From an optimization exercise on the open Yosys and OpenROAD flow, aimed at small area; shortcuts taken in it are not production practice.
Function was checked by simulation only, so behaviour that the tests miss may differ from the original.
No driver is modelled on the clock port, so clock power and skew are understated where the tree is cut down; a real chip needs a root buffer or a tree.
Power is estimated from default activity; no workload was simulated.

// CarParking
module CarParking (
    input clk,
    input InSig,
    input OutSig,
    input reset,
    output [6:0] HEX0,
    output [6:0] HEX1,
    output [6:0] HEX4,
    output ClosedLight,
    output OpenLight,
    output reg WarningLight,
    output motor
);
Size: ~330 cells after synthesis, ~81 flip-flops, roughly 29 I/O pins.
Settings: LEC_CHECK=0, CAP_MARGIN=20, CORE_MARGIN=2, CORE_UTILIZATION=40, SLEW_MARGIN=20; clock period 10.0 ns.
standard.sh (not shown) runs the stock make flow with config.mk's settings and CLKGATE_MAP_FILE= SYNTH_SCRIPT=/design/flow/synth_recipe.tcl, a recipe that flattens the netlist after the stock synthesis.
==> flow/flow/run.sh <==
#!/bin/bash
# Layout flow: the standard ORFS flow (standard.sh) with these changes:
#  - synthesis: synth_recipe.tcl unchanged except that ABC maps with an
#    area-oriented script (abc_area.script) and adders are left to ABC
#    instead of being mapped to ha/fa cells first (ADDER_MAP_FILE empty);
#  - each port gets the smallest buffer (buf_1);
#  - clock tree: a root inverter driving one inverter per group of nearby
#    registers (manual_cts.tcl, run in place of TritonCTS).
# Each tool's log is in orfs/logs/; make's output is in flow_standard.log.
set -euo pipefail
here=$PWD
export FLOW_ABC_SCRIPT=$here/flow/abc_area.script
cat $here/flow/abc_override.tcl $here/synth_recipe.tcl > $here/flow_synth.tcl
sed -e "s#SYNTH_SCRIPT=[^ ]*#SYNTH_SCRIPT=$here/flow_synth.tcl ADDER_MAP_FILE=#" $here/standard.sh > $here/flow_standard.sh
export PRE_CTS_TCL=$here/flow/manual_cts.tcl
export FLOW_CTS_GROUPS=4
export FLOW_CTS_LEAF=sky130_fd_sc_hd__inv_8
export FLOW_CTS_ROOT=sky130_fd_sc_hd__inv_8
export BUFFER_PORTS_ARGS="-buffer_cell sky130_fd_sc_hd__buf_1"
bash $here/flow_standard.sh > $here/flow_standard.log 2>&1
==> flow/flow/abc_area.script <==
strash
&get -n
&fraig -x
&put
scorr
dc2
strash
&get -n
&dch -f
&nf -R 1000
&put
mfs2
strash
&get -n
&dch -f
&nf -a -R 1000
&put
==> flow/flow/manual_cts.tcl <==
# Clock tree for a small design, used in place of TritonCTS.
# The clock sinks are split into FLOW_CTS_GROUPS groups of equal size by
# recursive bisection of their placement. Each group is driven by one
# FLOW_CTS_LEAF cell placed at the group's centre; the leaf cells are
# driven by one FLOW_CTS_ROOT cell, which the clock port drives. Both are
# inverters, so the registers see the clock's own polarity, and every
# register is exactly two cells from the port, with equal-sized groups.
rename clock_tree_synthesis triton_clock_tree_synthesis

proc flow_split {items n} {
  # items: list of {x y iterm}; returns n groups of near-equal size
  if {$n <= 1 || [llength $items] < 2} { return [list $items] }
  set xs [lsort -real [lmap i $items {lindex $i 0}]]
  set ys [lsort -real [lmap i $items {lindex $i 1}]]
  set axis [expr {([lindex $xs end] - [lindex $xs 0]) >= ([lindex $ys end] - [lindex $ys 0]) ? 0 : 1}]
  set sorted [lsort -real -index $axis $items]
  set na [expr {$n / 2}]
  set cut [expr {int(round([llength $sorted] * double($na) / $n))}]
  set a [lrange $sorted 0 [expr {$cut - 1}]]
  set b [lrange $sorted $cut end]
  return [concat [flow_split $a $na] [flow_split $b [expr {$n - $na}]]]
}

proc flow_place_at {inst x y} {
  set w [[$inst getMaster] getWidth]
  set h [[$inst getMaster] getHeight]
  $inst setLocation [expr {int($x - $w / 2)}] [expr {int($y - $h / 2)}]
  $inst setPlacementStatus PLACED
}

proc clock_tree_synthesis {args} {
  set block [ord::get_db_block]
  set leaf_master [[ord::get_db] findMaster $::env(FLOW_CTS_LEAF)]
  set root_master [[ord::get_db] findMaster $::env(FLOW_CTS_ROOT)]
  foreach clk [all_clocks] {
    foreach src [get_property $clk sources] {
      set bterm [$block findBTerm [get_full_name $src]]
      set port_net [$bterm getNet]
      set cname [$port_net getName]
      set items {}
      foreach it [$port_net getITerms] {
        set bb [[$it getInst] getBBox]
        lappend items [list [expr {([$bb xMin] + [$bb xMax]) / 2.0}] [expr {([$bb yMin] + [$bb yMax]) / 2.0}] $it]
      }
      set root [odb::dbInst_create $block $root_master "clkroot_m_${cname}"]
      set root_net [odb::dbNet_create $block "clknet_root_m_${cname}"]
      $root_net setSigType CLOCK
      [$root findITerm A] connect $port_net
      [$root findITerm Y] connect $root_net
      set k 0
      set tx 0.0; set ty 0.0
      set groups [flow_split $items $::env(FLOW_CTS_GROUPS)]
      foreach group $groups {
        set leaf [odb::dbInst_create $block $leaf_master "clkleaf_m_${k}_${cname}"]
        set net [odb::dbNet_create $block "clknet_m_${k}_${cname}"]
        $net setSigType CLOCK
        set sx 0.0; set sy 0.0
        foreach i $group {
          set it [lindex $i 2]
          $it disconnect
          $it connect $net
          set sx [expr {$sx + [lindex $i 0]}]
          set sy [expr {$sy + [lindex $i 1]}]
        }
        set n [llength $group]
        [$leaf findITerm A] connect $root_net
        [$leaf findITerm Y] connect $net
        flow_place_at $leaf [expr {$sx / $n}] [expr {$sy / $n}]
        set tx [expr {$tx + $sx / $n}]
        set ty [expr {$ty + $sy / $n}]
        puts "manual CTS: [$leaf getName] drives $n sinks"
        incr k
      }
      flow_place_at $root [expr {$tx / $k}] [expr {$ty / $k}]
    }
  }
  global_connect
  set_propagated_clock [all_clocks]
  estimate_parasitics -placement
  foreach pin [all_registers -clock_pins -edge_triggered] {
    foreach edge {rise fall} {
      set s [get_property $pin slew_max_$edge]
      if {![info exists worst] || $s > $worst} { set worst $s }
    }
  }
  puts "manual CTS: estimated worst register clock slew $worst"
}
Other scripts of this flow, unchanged in this note and not shown: flow/flow/abc_override.tcl
The starting point finished with timing, DRC and antenna clean.
Edit:
--- a/flow/flow/run.sh
+++ b/flow/flow/run.sh
@@ -16,3 +16,3 @@
-export FLOW_CTS_GROUPS=4
-export FLOW_CTS_LEAF=sky130_fd_sc_hd__inv_8
-export FLOW_CTS_ROOT=sky130_fd_sc_hd__inv_8
+export FLOW_CTS_GROUPS=6
+export FLOW_CTS_LEAF=sky130_fd_sc_hd__inv_4
+export FLOW_CTS_ROOT=sky130_fd_sc_hd__inv_4
Effect:
- The changed run completed without violations
- maximum frequency is lower by 1.2%
- core utilization shrinks by 0.17 points
- power is lower by 1.9%
- worst setup slack loses 0.059 ns
- sequential share of layout area went up by 0.20 points
- routed wire length hardly moves
- die area stays the same
Edit:
--- a/flow/flow/run.sh
+++ b/flow/flow/run.sh
@@ -16 +16 @@
-export FLOW_CTS_GROUPS=6
+export FLOW_CTS_GROUPS=8
@@ -18 +18 @@
-export FLOW_CTS_ROOT=sky130_fd_sc_hd__inv_4
+export FLOW_CTS_ROOT=sky130_fd_sc_hd__inv_8
--- a/flow/flow/abc_area.script
+++ b/flow/flow/abc_area.script
@@ -6,0 +7,4 @@
+strash
+&get -n
+&deepsyn -T 60
+&put
Result:
- The changed run produced a clean layout
- total power falls by about 2.5%
- flip-flop and latch count is unchanged
- sequential power hardly moves
- maximum frequency rises by 5.6%
- setup slack gains 0.26 ns
- via count rises by 1.5%
- clock skew barely changes
No run of this note takes its clock network from TritonCTS; it comes from the design's own scripts or RTL.

## re-timing with driven ports
How much do the figures lean on ideal ports? The routed layouts below were timed once more, with nothing changed but the port constraints.
Step 1, drivers: a clkbuf_16 drives clk and a buf_2 each remaining input, both assumed.
Step 2 times the ports against the registers' clock, not the clock port: input delays grow and output delays shrink by t, the midpoint of the rising clock arrivals with the driver on.
a / b / c = no drivers / after step 1 / after step 2; a / b = the first two.
run	t (ns)	setup WS [ns]	worst register clock-pin slew, ns
the first run	0.196	5.128 / 5.080 / 5.276	0.10 / 0.10
the second run	0.232	5.069 / 5.036 / 5.268	0.11 / 0.11
the third run	0.196	5.329 / 5.283 / 5.354	0.09 / 0.09
After both steps setup and hold are still met in every run listed.
